Background: an optimization exercise with open tools, aiming at small area, a short achievable clock period and few clock cycles. Do not read the settings as production practice. Where RTL was checked, it was by simulation tests only, not by an equivalence proof against the original.

==> violet: inputs <==
==> flow/design.v <==
module B2BCD_IP (
    input  [5:0] bin,
    output reg [7:0] bcd
);
always @(*) begin
    case (bin)
        6'd0: bcd = 8'h00;
        6'd1: bcd = 8'h01;
        6'd2: bcd = 8'h02;
        6'd3: bcd = 8'h03;
        6'd4: bcd = 8'h04;
        6'd5: bcd = 8'h05;
        6'd6: bcd = 8'h06;
        6'd7: bcd = 8'h07;
        6'd8: bcd = 8'h08;
        6'd9: bcd = 8'h09;
        6'd10: bcd = 8'h10;
        6'd11: bcd = 8'h11;
        6'd12: bcd = 8'h12;
        6'd13: bcd = 8'h13;
        6'd14: bcd = 8'h14;
        6'd15: bcd = 8'h15;
        6'd16: bcd = 8'h16;
        6'd17: bcd = 8'h17;
        6'd18: bcd = 8'h18;
        6'd19: bcd = 8'h19;
        6'd20: bcd = 8'h20;
        6'd21: bcd = 8'h21;
        6'd22: bcd = 8'h22;
        6'd23: bcd = 8'h23;
        6'd24: bcd = 8'h24;
        6'd25: bcd = 8'h25;
        6'd26: bcd = 8'h26;
        6'd27: bcd = 8'h27;
        6'd28: bcd = 8'h28;
        6'd29: bcd = 8'h29;
        6'd30: bcd = 8'h30;
        6'd31: bcd = 8'h31;
        6'd32: bcd = 8'h32;
        6'd33: bcd = 8'h33;
        6'd34: bcd = 8'h34;
        6'd35: bcd = 8'h35;
        6'd36: bcd = 8'h36;
        6'd37: bcd = 8'h37;
        6'd38: bcd = 8'h38;
        6'd39: bcd = 8'h39;
        6'd40: bcd = 8'h40;
        6'd41: bcd = 8'h41;
        6'd42: bcd = 8'h42;
        6'd43: bcd = 8'h43;
        6'd44: bcd = 8'h44;
        6'd45: bcd = 8'h45;
        6'd46: bcd = 8'h46;
        6'd47: bcd = 8'h47;
        6'd48: bcd = 8'h48;
        6'd49: bcd = 8'h49;
        6'd50: bcd = 8'h50;
        6'd51: bcd = 8'h51;
        6'd52: bcd = 8'h52;
        6'd53: bcd = 8'h53;
        6'd54: bcd = 8'h54;
        6'd55: bcd = 8'h55;
        6'd56: bcd = 8'h56;
        6'd57: bcd = 8'h57;
        6'd58: bcd = 8'h58;
        6'd59: bcd = 8'h59;
        6'd60: bcd = 8'h60;
        6'd61: bcd = 8'h61;
        6'd62: bcd = 8'h62;
        6'd63: bcd = 8'h63;
    endcase
end
endmodule
module YEAR_LUT (
    input  [4:0] y4,
    output reg [3:0] t,
    output reg [2:0] u
);
always @(*) begin
    case (y4)
        5'd0: begin t = 4'd7; u = 3'd0; end
        5'd1: begin t = 4'd7; u = 3'd2; end
        5'd2: begin t = 4'd7; u = 3'd4; end
        5'd3: begin t = 4'd8; u = 3'd1; end
        5'd4: begin t = 4'd8; u = 3'd3; end
        5'd5: begin t = 4'd9; u = 3'd0; end
        5'd6: begin t = 4'd9; u = 3'd2; end
        5'd7: begin t = 4'd9; u = 3'd4; end
        5'd8: begin t = 4'd0; u = 3'd1; end
        5'd9: begin t = 4'd0; u = 3'd3; end
        5'd10: begin t = 4'd1; u = 3'd0; end
        5'd11: begin t = 4'd1; u = 3'd2; end
        5'd12: begin t = 4'd1; u = 3'd4; end
        5'd13: begin t = 4'd2; u = 3'd1; end
        5'd14: begin t = 4'd2; u = 3'd3; end
        5'd15: begin t = 4'd3; u = 3'd0; end
        5'd16: begin t = 4'd3; u = 3'd2; end
        5'd17: begin t = 4'd3; u = 3'd4; end
        default: begin t = y4[3:0]; u = y4[2:0]; end
    endcase
end
endmodule
module UT_TOP (
    clk, rst_n, in_valid, in_time,
    out_valid, out_display, out_day
);
input clk, rst_n, in_valid;
input [30:0] in_time;
output reg out_valid;
output reg [3:0] out_display;
output reg [2:0] out_day;
reg [4:0] cnt;
wire idle = (cnt == 5'd0);
reg [9:0]  R1;     
reg [7:0]  T;      
reg [15:0] S;      
reg [6:0]  LO;     
reg [1:0]  QD;     
reg [2:0]  W;      
reg        gt, lt; 
reg [10:0] R2;     
reg [4:0]  Y;      
reg [1:0]  YO;     
wire [3:0] MO = S[5:2];
wire [4:0] DY = S[10:6];
wire [11:0] x1 = {R1, S[15:14]};
wire        c1a = (x1 >= 12'd675), c1b = (x1 >= 12'd1350), c1c = (x1 >= 12'd2025);
wire [1:0]  q1 = c1c ? 2'd3 : c1b ? 2'd2 : c1a ? 2'd1 : 2'd0;
wire [11:0] r1n = c1c ? x1 - 12'd2025 : c1b ? x1 - 12'd1350 : c1a ? x1 - 12'd675 : x1;
wire [12:0] x2 = {R2, QD};
wire        c2a = (x2 >= 13'd1461), c2b = (x2 >= 13'd2922), c2c = (x2 >= 13'd4383);
wire [1:0]  q2 = c2c ? 2'd3 : c2b ? 2'd2 : c2a ? 2'd1 : 2'd0;
wire [12:0] r2n = c2c ? x2 - 13'd4383 : c2b ? x2 - 13'd2922 : c2a ? x2 - 13'd1461 : x2;
reg [2:0] wn;
always @(*) begin
    case ({W, q1})
        5'd0: wn = 3'd0;   5'd1: wn = 3'd1;   5'd2: wn = 3'd2;   5'd3: wn = 3'd3;
        5'd4: wn = 3'd4;   5'd5: wn = 3'd5;   5'd6: wn = 3'd6;   5'd7: wn = 3'd0;
        5'd8: wn = 3'd1;   5'd9: wn = 3'd2;   5'd10: wn = 3'd3;  5'd11: wn = 3'd4;
        5'd12: wn = 3'd5;  5'd13: wn = 3'd6;  5'd14: wn = 3'd0;  5'd15: wn = 3'd1;
        5'd16: wn = 3'd2;  5'd17: wn = 3'd3;  5'd18: wn = 3'd4;  5'd19: wn = 3'd5;
        5'd20: wn = 3'd6;  5'd21: wn = 3'd0;  5'd22: wn = 3'd1;  5'd23: wn = 3'd2;
        5'd24: wn = 3'd3;  5'd25: wn = 3'd4;  5'd26: wn = 3'd5;  5'd27: wn = 3'd6;
        5'd28: wn = 3'd0;  5'd29: wn = 3'd1;  5'd30: wn = 3'd2;  default: wn = 3'd3;
    endcase
end
reg [1:0] gdig;
always @(*) begin
    case (cnt[3:0])
        4'd2, 4'd3, 4'd4: gdig = 2'd2;
        4'd5: gdig = 2'd3;
        4'd7: gdig = 2'd3;
        4'd8: gdig = 2'd1;
        default: gdig = 2'd0;
    endcase
end
wire GEnow = gt | (~lt & c1a);
wire GE = gt | ~lt;
wire [4:0]  HQ = {S[1:0], LO[6:4]};
wire [8:0]  xh = (cnt == 5'd9) ? R1[9:1] : {T, HQ[4]};
wire        bh = (xh >= 9'd225);
wire [8:0]  rh = bh ? xh - 9'd225 : xh;
wire        cma = (T >= 8'd60), cmb = (T >= 8'd120), cmc = (T >= 8'd180);
wire [1:0]  qm = cmc ? 2'd3 : cmb ? 2'd2 : cma ? 2'd1 : 2'd0;
wire [7:0]  rm = cmc ? T - 8'd180 : cmb ? T - 8'd120 : cma ? T - 8'd60 : T;
wire [8:0] doy  = R2[10:2];
wire       leap = (YO == 2'd2);
wire [8:0] doyL = doy - {8'd0, leap & (doy >= 9'd60)};
wire T1  = (doy >= 9'd31);
wire T2  = leap ? (doy >= 9'd60) : (doy >= 9'd59);
wire T3  = (doyL >= 9'd90);
wire T4  = (doyL >= 9'd120);
wire T5  = (doyL >= 9'd151);
wire T6  = (doyL >= 9'd181);
wire T7  = (doyL >= 9'd212);
wire T8  = (doyL >= 9'd243);
wire T9  = (doyL >= 9'd273);
wire T10 = (doyL >= 9'd304);
wire T11 = (doyL >= 9'd334);
wire [3:0] mcalc;
assign mcalc[3] = T8;
assign mcalc[2] = T4 & ~T8;
assign mcalc[1] = (T2 & ~T4) | (T6 & ~T8) | T10;
assign mcalc[0] = (T1 & ~T2) | (T3 & ~T4) | (T5 & ~T6) | (T7 & ~T8) | (T9 & ~T10) | T11;
reg [4:0] mst;
always @(*) begin
    case ({leap, MO})
        5'd0:  mst = 5'd31;  5'd1:  mst = 5'd30;  5'd2:  mst = 5'd26;  5'd3:  mst = 5'd25;
        5'd4:  mst = 5'd23;  5'd5:  mst = 5'd22;  5'd6:  mst = 5'd20;  5'd7:  mst = 5'd19;
        5'd8:  mst = 5'd18;  5'd9:  mst = 5'd16;  5'd10: mst = 5'd15;  5'd11: mst = 5'd13;
        5'd16: mst = 5'd31;  5'd17: mst = 5'd30;  5'd18: mst = 5'd27;  5'd19: mst = 5'd26;
        5'd20: mst = 5'd24;  5'd21: mst = 5'd23;  5'd22: mst = 5'd21;  5'd23: mst = 5'd20;
        5'd24: mst = 5'd19;  5'd25: mst = 5'd17;  5'd26: mst = 5'd16;  5'd27: mst = 5'd14;
        default: mst = 5'd0;
    endcase
end
wire [4:0] dcalc = DY - mst;
reg [3:0] mun;
always @(*) begin
    case (MO)
        4'd0: mun = 4'd1;  4'd1: mun = 4'd2;  4'd2: mun = 4'd3;  4'd3: mun = 4'd4;
        4'd4: mun = 4'd5;  4'd5: mun = 4'd6;  4'd6: mun = 4'd7;  4'd7: mun = 4'd8;
        4'd8: mun = 4'd9;  4'd9: mun = 4'd0;  4'd10: mun = 4'd1; 4'd11: mun = 4'd2;
        default: mun = MO;    
    endcase
end
wire [3:0] yt;
wire [2:0] yu;
YEAR_LUT u_year (.y4(Y), .t(yt), .u(yu));
wire [1:0] yo = (cnt == 5'd10) ? q2 : YO;
wire       ycarry = (yu == 3'd4) && yo[1];
wire [3:0] ytens = ycarry ? ((yt == 4'd9) ? 4'd0 : yt + 4'd1) : yt;
wire [3:0] yu2 = {yu, 1'b0} + yo;
wire [3:0] yunits = (yu2 >= 4'd10) ? yu2 - 4'd10 : yu2;
reg [5:0] cv;
always @(*) begin
    case (cnt)
        5'd14, 5'd15: cv = {1'b0, DY};
        5'd16, 5'd17: cv = {1'b0, HQ};
        5'd18, 5'd19: cv = {T[1:0], LO[3:0]};
        default:      cv = T[7:2];
    endcase
end
wire [7:0] cbcd;
B2BCD_IP u_bcd (.bin(cv), .bcd(cbcd));
reg [3:0] dig;
always @(*) begin
    case (cnt)
        5'd8:  dig = GEnow ? 4'd2 : 4'd1;
        5'd9:  dig = GE ? 4'd0 : 4'd9;
        5'd10: dig = ytens;
        5'd11: dig = yunits;
        5'd12: dig = (MO >= 4'd9) ? 4'd1 : 4'd0;
        5'd13: dig = mun;
        5'd14, 5'd16, 5'd18, 5'd20: dig = cbcd[7:4];
        default: dig = cbcd[3:0];
    endcase
end
wire dslot = (cnt >= 5'd8) && (cnt <= 5'd21);
always @(posedge clk or negedge rst_n) begin
    if (!rst_n) begin
        cnt <= 5'd0;
    end else begin
        if (in_valid && idle) cnt <= 5'd1;
        else if (cnt == 5'd22) cnt <= 5'd0;
        else if (!idle) cnt <= cnt + 5'd1;
    end
end
always @(posedge clk or negedge rst_n) begin
    if (!rst_n) begin
        out_valid <= 1'b0;
        out_display <= 4'd0;
        out_day <= 3'd0;
    end else begin
        out_valid <= dslot;
        out_display <= dslot ? dig : 4'd0;
        out_day <= (cnt == 5'd8) ? wn : dslot ? out_day : 3'd0;
    end
end
always @(posedge clk) begin
    if (idle) begin
        R1 <= {2'b00, in_time[30:23]};
        S  <= in_time[22:7];
        LO <= in_time[6:0];
        QD <= 2'd0;
        W  <= 3'd2;
        gt <= 1'b0;
        lt <= 1'b0;
        R2 <= 11'd0;
    end else begin
        S[15:11] <= S[13:9];
        if (cnt <= 5'd8) S[10:0] <= {S[8:0], 2'b00};
        QD <= (cnt == 5'd9) ? 2'd2 : q1;
        W  <= wn;
        if (!gt && !lt) begin
            gt <= (q1 > gdig);
            lt <= (q1 < gdig);
        end
        R2 <= r2n[10:0];
        if (cnt <= 5'd9) Y <= {Y[2:0], q2};
        if (cnt == 5'd10) YO <= q2;
        R1 <= r1n[9:0];
        if (cnt == 5'd9) begin
            T <= rh[7:0];
            {S[1:0], LO[6:4]} <= {R1[0], LO[6:4], bh};
        end
        if (cnt >= 5'd10 && cnt <= 5'd13) begin
            T <= rh[7:0];
            {S[1:0], LO[6:4]} <= {HQ[3:0], bh};
        end
        if (cnt >= 5'd14 && cnt <= 5'd16) begin
            T <= {rm[5:0], LO[3:2]};
            LO[3:0] <= {LO[1:0], qm};
        end
        if (cnt == 5'd11) S[5:2] <= mcalc;
        if (cnt == 5'd11) S[10:6] <= doy[4:0];
        if (cnt == 5'd12) S[10:6] <= dcalc;
    end
end
endmodule
==> flow/flow/run.sh <==
#!/bin/bash
# Standard layout, except:
#  - synthesis maps adders and comparators through ABC (no full/half-adder
#    cell extraction), with a stronger area-oriented ABC script
#    (flow/abc_area.script, used in place of ORFS's abc_area.script);
#  - port buffers are plain buf_1 cells (resized later where timing needs it);
#  - clock tree synthesis adds no dummy loads;
#  - timing repair aims for 2.67 ns paths.
set -euo pipefail
rm -rf scripts_local
cp -r "$FLOW_HOME/scripts" scripts_local
cp flow/abc_area.script scripts_local/abc_area.script
bash standard.sh "SCRIPTS_DIR=$PWD/scripts_local" ADDER_MAP_FILE= SETUP_SLACK_MARGIN=6.33 \
  "BUFFER_PORTS_ARGS=-buffer_cell sky130_fd_sc_hd__buf_1" \
  "CTS_ARGS=-sink_clustering_enable -repair_clock_nets -dont_use_dummy_load" \
  finish > flow_make.log 2>&1
==> flow/flow/abc_area.script <==
strash
&get -n
&fraig -x
&put
scorr
dc2
dc2
strash
dch -f
map {D}
topo
stime -c
buffer -c
upsize -c
dnsize -c
==> flow/standard.sh <==
#!/bin/bash
# synth_recipe.tcl (not shown) runs the flow's synth.tcl, then flattens the netlist and writes it again
# the make line also repeats each setting of config.mk as NAME=value (left out here)
make -C /OpenROAD-flow-scripts/flow DESIGN_CONFIG=/design/flow/config.mk WORK_HOME=/design/flow/orfs CLKGATE_MAP_FILE= SYNTH_SCRIPT=/design/flow/synth_recipe.tcl "${@:-finish}"
==> flow/config.mk <==
export PLATFORM = sky130hd
export DESIGN_NAME = UT_TOP
export DESIGN_NICKNAME = UT_TOP
export VERILOG_FILES = /design/flow/design.v
export SDC_FILE = /design/flow/constraint.sdc
export NUM_CORES = 4
export LEC_CHECK = 0
export ABC_AREA = 1
export ABC_CLOCK_PERIOD_IN_PS = 1500
export CAP_MARGIN = 20
export CORE_MARGIN = 2
export CORE_UTILIZATION = 60
export SETUP_SLACK_MARGIN = 5
export SLEW_MARGIN = 20
==> flow/constraint.sdc <==
create_clock -name core_clock -period 9.0 [get_ports {clk}]
set_input_delay 1.8000 -clock core_clock [delete_from_list [all_inputs] [get_ports {clk}]]
set_output_delay 1.8000 -clock core_clock [all_outputs]
set_load 0.01 [all_outputs]
==> inputs of nickel, as changes to violet <==
--- a/flow/design.v
+++ b/flow/design.v
@@ -97,5 +97,18 @@
         5'd16: begin t = 4'd3; u = 3'd2; end
         5'd17: begin t = 4'd3; u = 3'd4; end
-        default: begin t = y4[3:0]; u = y4[2:0]; end
+        5'd18: begin t = 4'd4; u = 3'd1; end
+        5'd19: begin t = 4'd4; u = 3'd3; end
+        5'd20: begin t = 4'd5; u = 3'd0; end
+        5'd21: begin t = 4'd5; u = 3'd2; end
+        5'd22: begin t = 4'd5; u = 3'd4; end
+        5'd23: begin t = 4'd6; u = 3'd1; end
+        5'd24: begin t = 4'd6; u = 3'd3; end
+        5'd25: begin t = 4'd7; u = 3'd0; end
+        5'd26: begin t = 4'd7; u = 3'd2; end
+        5'd27: begin t = 4'd7; u = 3'd4; end
+        5'd28: begin t = 4'd8; u = 3'd1; end
+        5'd29: begin t = 4'd8; u = 3'd3; end
+        5'd30: begin t = 4'd9; u = 3'd0; end
+        5'd31: begin t = 4'd9; u = 3'd2; end
     endcase
 end
@@ -113,5 +126,4 @@
 wire idle = (cnt == 5'd0);
 reg [9:0]  R1;     
-reg [7:0]  T;      
 reg [15:0] S;      
 reg [6:0]  LO;     
@@ -119,9 +131,10 @@
 reg [2:0]  W;      
 reg        gt, lt; 
-reg [10:0] R2;     
+reg [10:0] R2;
 reg [4:0]  Y;      
 reg [1:0]  YO;     
-wire [3:0] MO = S[5:2];
-wire [4:0] DY = S[10:6];
+reg [1:0]  HH;
+reg [3:0]  MO;
+reg [4:0]  DY;
 wire [11:0] x1 = {R1, S[15:14]};
 wire        c1a = (x1 >= 12'd675), c1b = (x1 >= 12'd1350), c1c = (x1 >= 12'd2025);
@@ -157,25 +170,30 @@
 wire GEnow = gt | (~lt & c1a);
 wire GE = gt | ~lt;
-wire [4:0]  HQ = {S[1:0], LO[6:4]};
-wire [8:0]  xh = (cnt == 5'd9) ? R1[9:1] : {T, HQ[4]};
+wire        ch1 = (R1 >= 10'd225), ch2 = (R1 >= 10'd450);
+wire [1:0]  hh = ch2 ? 2'd2 : ch1 ? 2'd1 : 2'd0;
+wire [9:0]  r1h = ch2 ? R1 - 10'd450 : ch1 ? R1 - 10'd225 : R1;
+wire [8:0]  xh = {R1[7:0], LO[6]};
 wire        bh = (xh >= 9'd225);
 wire [8:0]  rh = bh ? xh - 9'd225 : xh;
-wire        cma = (T >= 8'd60), cmb = (T >= 8'd120), cmc = (T >= 8'd180);
-wire [1:0]  qm = cmc ? 2'd3 : cmb ? 2'd2 : cma ? 2'd1 : 2'd0;
-wire [7:0]  rm = cmc ? T - 8'd180 : cmb ? T - 8'd120 : cma ? T - 8'd60 : T;
+wire [7:0]  RH = R1[7:0];
+wire        cm1 = (RH >= 8'd60), cm2 = (RH >= 8'd120), cm3 = (RH >= 8'd180);
+wire [1:0]  mq = cm3 ? 2'd3 : cm2 ? 2'd2 : cm1 ? 2'd1 : 2'd0;
+wire [7:0]  rmq = cm3 ? RH - 8'd180 : cm2 ? RH - 8'd120 : cm1 ? RH - 8'd60 : RH;
+wire [6:0]  xm = {R1[5:0], LO[6]};
+wire        bm = (xm >= 7'd60);
+wire [6:0]  rm = bm ? xm - 7'd60 : xm;
 wire [8:0] doy  = R2[10:2];
 wire       leap = (YO == 2'd2);
-wire [8:0] doyL = doy - {8'd0, leap & (doy >= 9'd60)};
 wire T1  = (doy >= 9'd31);
-wire T2  = leap ? (doy >= 9'd60) : (doy >= 9'd59);
-wire T3  = (doyL >= 9'd90);
-wire T4  = (doyL >= 9'd120);
-wire T5  = (doyL >= 9'd151);
-wire T6  = (doyL >= 9'd181);
-wire T7  = (doyL >= 9'd212);
-wire T8  = (doyL >= 9'd243);
-wire T9  = (doyL >= 9'd273);
-wire T10 = (doyL >= 9'd304);
-wire T11 = (doyL >= 9'd334);
+wire T2  = leap ? (doy >= 9'd60)  : (doy >= 9'd59);
+wire T3  = leap ? (doy >= 9'd91)  : (doy >= 9'd90);
+wire T4  = leap ? (doy >= 9'd121) : (doy >= 9'd120);
+wire T5  = leap ? (doy >= 9'd152) : (doy >= 9'd151);
+wire T6  = leap ? (doy >= 9'd182) : (doy >= 9'd181);
+wire T7  = leap ? (doy >= 9'd213) : (doy >= 9'd212);
+wire T8  = leap ? (doy >= 9'd244) : (doy >= 9'd243);
+wire T9  = leap ? (doy >= 9'd274) : (doy >= 9'd273);
+wire T10 = leap ? (doy >= 9'd305) : (doy >= 9'd304);
+wire T11 = leap ? (doy >= 9'd335) : (doy >= 9'd334);
 wire [3:0] mcalc;
 assign mcalc[3] = T8;
@@ -195,5 +213,5 @@
     endcase
 end
-wire [4:0] dcalc = DY - mst;
+wire [4:0] dcalc = doy[4:0] - mst;
 reg [3:0] mun;
 always @(*) begin
@@ -201,6 +219,5 @@
         4'd0: mun = 4'd1;  4'd1: mun = 4'd2;  4'd2: mun = 4'd3;  4'd3: mun = 4'd4;
         4'd4: mun = 4'd5;  4'd5: mun = 4'd6;  4'd6: mun = 4'd7;  4'd7: mun = 4'd8;
-        4'd8: mun = 4'd9;  4'd9: mun = 4'd0;  4'd10: mun = 4'd1; 4'd11: mun = 4'd2;
-        default: mun = MO;    
+        4'd8: mun = 4'd9;  4'd9: mun = 4'd0;  4'd10: mun = 4'd1; default: mun = 4'd2;
     endcase
 end
@@ -217,7 +234,7 @@
     case (cnt)
         5'd14, 5'd15: cv = {1'b0, DY};
-        5'd16, 5'd17: cv = {1'b0, HQ};
-        5'd18, 5'd19: cv = {T[1:0], LO[3:0]};
-        default:      cv = T[7:2];
+        5'd16, 5'd17: cv = {1'b0, HH, LO[2:0]};
+        5'd18, 5'd19: cv = {LO[6:3], R1[7:6]};
+        default:      cv = R1[5:0];
     endcase
 end
@@ -241,19 +258,15 @@
     if (!rst_n) begin
         cnt <= 5'd0;
-    end else begin
-        if (in_valid && idle) cnt <= 5'd1;
-        else if (cnt == 5'd22) cnt <= 5'd0;
-        else if (!idle) cnt <= cnt + 5'd1;
-    end
-end
-always @(posedge clk or negedge rst_n) begin
-    if (!rst_n) begin
         out_valid <= 1'b0;
         out_display <= 4'd0;
         out_day <= 3'd0;
     end else begin
+        if (in_valid) cnt <= 5'd1;
+        else if (cnt == 5'd22) cnt <= 5'd0;
+        else if (!idle) cnt <= cnt + 5'd1;
         out_valid <= dslot;
         out_display <= dslot ? dig : 4'd0;
-        out_day <= (cnt == 5'd8) ? wn : dslot ? out_day : 3'd0;
+        if (cnt == 5'd8) out_day <= wn;
+        else if (!dslot) out_day <= 3'd0;
     end
 end
@@ -269,6 +282,5 @@
         R2 <= 11'd0;
     end else begin
-        S[15:11] <= S[13:9];
-        if (cnt <= 5'd8) S[10:0] <= {S[8:0], 2'b00};
+        S  <= {S[13:0], 2'b00};
         QD <= (cnt == 5'd9) ? 2'd2 : q1;
         W  <= wn;
@@ -277,23 +289,24 @@
             lt <= (q1 < gdig);
         end
-        R2 <= r2n[10:0];
+        if (cnt <= 5'd10) R2 <= r2n[10:0];
         if (cnt <= 5'd9) Y <= {Y[2:0], q2};
         if (cnt == 5'd10) YO <= q2;
-        R1 <= r1n[9:0];
+        if (cnt <= 5'd8) R1 <= r1n[9:0];
         if (cnt == 5'd9) begin
-            T <= rh[7:0];
-            {S[1:0], LO[6:4]} <= {R1[0], LO[6:4], bh};
+            R1 <= r1h;
+            HH <= hh;
         end
-        if (cnt >= 5'd10 && cnt <= 5'd13) begin
-            T <= rh[7:0];
-            {S[1:0], LO[6:4]} <= {HQ[3:0], bh};
+        if (cnt >= 5'd10 && cnt <= 5'd12) begin
+            R1[7:0] <= rh[7:0];
+            LO <= {LO[5:0], bh};
         end
-        if (cnt >= 5'd14 && cnt <= 5'd16) begin
-            T <= {rm[5:0], LO[3:2]};
-            LO[3:0] <= {LO[1:0], qm};
+        if (cnt == 5'd13) R1[7:0] <= {mq, rmq[5:0]};
+        if (cnt >= 5'd14 && cnt <= 5'd17) begin
+            R1[5:0] <= rm[5:0];
+            R1[7:6] <= {R1[6], bm};
+            LO[6:3] <= {LO[5:3], R1[7]};
         end
-        if (cnt == 5'd11) S[5:2] <= mcalc;
-        if (cnt == 5'd11) S[10:6] <= doy[4:0];
-        if (cnt == 5'd12) S[10:6] <= dcalc;
+        if (cnt == 5'd11) MO <= mcalc;
+        if (cnt == 5'd12) DY <= dcalc;
     end
 end
==> flow/run.sh (new file) <==
#!/bin/bash
# synth_recipe.tcl (not shown) runs the flow's synth.tcl, then flattens the netlist and writes it again
# the make line also repeats each setting of config.mk as NAME=value (left out here)
make -C /OpenROAD-flow-scripts/flow DESIGN_CONFIG=/design/flow/config.mk WORK_HOME=/design/flow/orfs CLKGATE_MAP_FILE= SYNTH_SCRIPT=/design/flow/synth_recipe.tcl finish
Settings changed: ABC_CLOCK_PERIOD_IN_PS 1500 to not set.
removed: flow/flow/run.sh
removed: flow/flow/abc_area.script
removed: flow/standard.sh
==> inputs of cedar, as changes to violet <==
--- a/flow/design.v
+++ b/flow/design.v
@@ -119,5 +119,5 @@
 reg [2:0]  W;      
 reg        gt, lt; 
-reg [10:0] R2;     
+reg [10:0] R2;
 reg [4:0]  Y;      
 reg [1:0]  YO;     
@@ -242,5 +242,5 @@
         cnt <= 5'd0;
     end else begin
-        if (in_valid && idle) cnt <= 5'd1;
+        if (in_valid) cnt <= 5'd1;
         else if (cnt == 5'd22) cnt <= 5'd0;
         else if (!idle) cnt <= cnt + 5'd1;
@@ -255,5 +255,5 @@
         out_valid <= dslot;
         out_display <= dslot ? dig : 4'd0;
-        out_day <= (cnt == 5'd8) ? wn : dslot ? out_day : 3'd0;
+        out_day <= (cnt == 5'd8) ? wn : dslot ? W : 3'd0;
     end
 end
@@ -272,5 +272,5 @@
         if (cnt <= 5'd8) S[10:0] <= {S[8:0], 2'b00};
         QD <= (cnt == 5'd9) ? 2'd2 : q1;
-        W  <= wn;
+        if (cnt <= 5'd8) W <= wn;
         if (!gt && !lt) begin
             gt <= (q1 > gdig);
==> inputs of tundra, as changes to violet <==
--- a/flow/design.v
+++ b/flow/design.v
@@ -166,16 +166,15 @@
 wire [8:0] doy  = R2[10:2];
 wire       leap = (YO == 2'd2);
-wire [8:0] doyL = doy - {8'd0, leap & (doy >= 9'd60)};
 wire T1  = (doy >= 9'd31);
-wire T2  = leap ? (doy >= 9'd60) : (doy >= 9'd59);
-wire T3  = (doyL >= 9'd90);
-wire T4  = (doyL >= 9'd120);
-wire T5  = (doyL >= 9'd151);
-wire T6  = (doyL >= 9'd181);
-wire T7  = (doyL >= 9'd212);
-wire T8  = (doyL >= 9'd243);
-wire T9  = (doyL >= 9'd273);
-wire T10 = (doyL >= 9'd304);
-wire T11 = (doyL >= 9'd334);
+wire T2  = leap ? (doy >= 9'd60)  : (doy >= 9'd59);
+wire T3  = leap ? (doy >= 9'd91)  : (doy >= 9'd90);
+wire T4  = leap ? (doy >= 9'd121) : (doy >= 9'd120);
+wire T5  = leap ? (doy >= 9'd152) : (doy >= 9'd151);
+wire T6  = leap ? (doy >= 9'd182) : (doy >= 9'd181);
+wire T7  = leap ? (doy >= 9'd213) : (doy >= 9'd212);
+wire T8  = leap ? (doy >= 9'd244) : (doy >= 9'd243);
+wire T9  = leap ? (doy >= 9'd274) : (doy >= 9'd273);
+wire T10 = leap ? (doy >= 9'd305) : (doy >= 9'd304);
+wire T11 = leap ? (doy >= 9'd335) : (doy >= 9'd334);
 wire [3:0] mcalc;
 assign mcalc[3] = T8;
@@ -255,5 +254,5 @@
         out_valid <= dslot;
         out_display <= dslot ? dig : 4'd0;
-        out_day <= (cnt == 5'd8) ? wn : dslot ? out_day : 3'd0;
+        out_day <= (cnt == 5'd8) ? wn : dslot ? W : 3'd0;
     end
 end
@@ -272,5 +271,5 @@
         if (cnt <= 5'd8) S[10:0] <= {S[8:0], 2'b00};
         QD <= (cnt == 5'd9) ? 2'd2 : q1;
-        W  <= wn;
+        if (cnt <= 5'd8) W <= wn;
         if (!gt && !lt) begin
             gt <= (q1 > gdig);
--- a/flow/flow/run.sh
+++ b/flow/flow/run.sh
@@ -13,4 +13,4 @@
 bash standard.sh "SCRIPTS_DIR=$PWD/scripts_local" ADDER_MAP_FILE= SETUP_SLACK_MARGIN=6.33 \
   "BUFFER_PORTS_ARGS=-buffer_cell sky130_fd_sc_hd__buf_1" \
-  "CTS_ARGS=-sink_clustering_enable -repair_clock_nets -dont_use_dummy_load" \
+  "CTS_ARGS=-sink_clustering_enable -repair_clock_nets -dont_use_dummy_load -root_buf sky130_fd_sc_hd__clkbuf_16 -buf_list sky130_fd_sc_hd__clkbuf_8" \
   finish > flow_make.log 2>&1
==> out/results.tsv <==
metric	value	unit
FP Rows	37	
Initial Util	62.2	%
worst r2r path cells	10	
most frequent cells in the layout	nand2_1, inv_1, o21ai_0	
fraction of area in registers	27.9	%
Critical Path Stages	1	
outcome	timing/DRC/antenna clean	
CP required	7.20	ns
Source of the figures above: tundra

==> out/results.tsv <==
metric	value	unit
worst path arrival time	0.89	ns
FP Rows	38	
count leader, synth	nand2_1	
# resized after CTS	9	
most frequent cells in the layout	nand2_1, inv_1, nor2_1	
outcome	timing/DRC/antenna clean	
design area	7150	um^2
worst r2r path cells	12	
Critical Path Stages	1	
crit-path max cell delay	0.38	ns
Max-Cap Viols	0	
Source of the figures above: cedar

==> out/results.tsv <==
metric	value	unit
worst r2r path cells	16	
placed standard-cell area	9450	um^2
outcome	timing/DRC/antenna clean	
Critical Path Stages	16	
most frequent cells in the layout	nand2_1, inv_1, nand3_1	
drt first-iter violations	956	
Non-CTS buffers	59	
CP Launch Point	R1[2]	
fraction of area in registers	22.9	%
FP Rows	44	
largest family of logic cells by synthesized area	simple AND/OR/NAND/NOR gates	
Initial Util	61.6	%
CP required	9.22	ns
Setup CP Type	reg2reg	
largest cells by area after synthesis	nand2_1, edfxtp_1, dfxtp_1	
WHS	0.419	ns
Pins Over Slew Limit	0	
Source of the figures above: nickel

==> out/results.tsv <==
metric	value	unit
outcome	timing/DRC/antenna clean	
CP required	7.20	ns
fraction of area in registers	27.3	%
total grt overflow	0	
Critical Path Stages	1	
FP Rows	38	
worst r2r path cells	12	
most frequent cells in the layout	nand2_1, nor2_1, inv_1	
Source of the figures above: violet

Testbench counts of nickel, summed over its fixed seeds: cycles 11,768.
Testbench counts of tundra, summed over its fixed seeds: cycles 11,768.
For violet and cedar, only the layout was checked, not whether the RTL still works.

port drivers added, routing unchanged:
The results above use ideal ports. As a check the final layouts listed here were re-extracted and re-timed, cells and wires unchanged. Step 1 assumes that a clkbuf_16 drives the clock port and a buf_2 every other input. Step 2, shift: input delay + t, output delay - t, t = (earliest + latest rising clock arrival at the registers) / 2. This alone moves slack from input paths to output paths. Three values: ideal ports, drivers, drivers and shift; two values: the first two.
| run | t (ns) | setup WS [ns] | latest minus earliest clock arrival (ns) | worst data-port slew with drivers (ns) |
|---|---|---|---|---|
| violet | 0.396 | 6.326 / 6.290 / 6.415 | 0.036 / 0.036 | 0.04 |
| nickel | 0.393 | 5.369 / 5.369 / 5.369 | 0.009 / 0.009 | 0.04 |
| cedar | 0.410 | 6.315 / 6.279 / 6.418 | 0.025 / 0.025 | 0.04 |
| tundra | 0.379 | 6.361 / 6.319 / 6.477 | 0.022 / 0.022 | 0.04 |
After both steps setup and hold are still met in every run listed. Setup slack includes reset recovery checks.
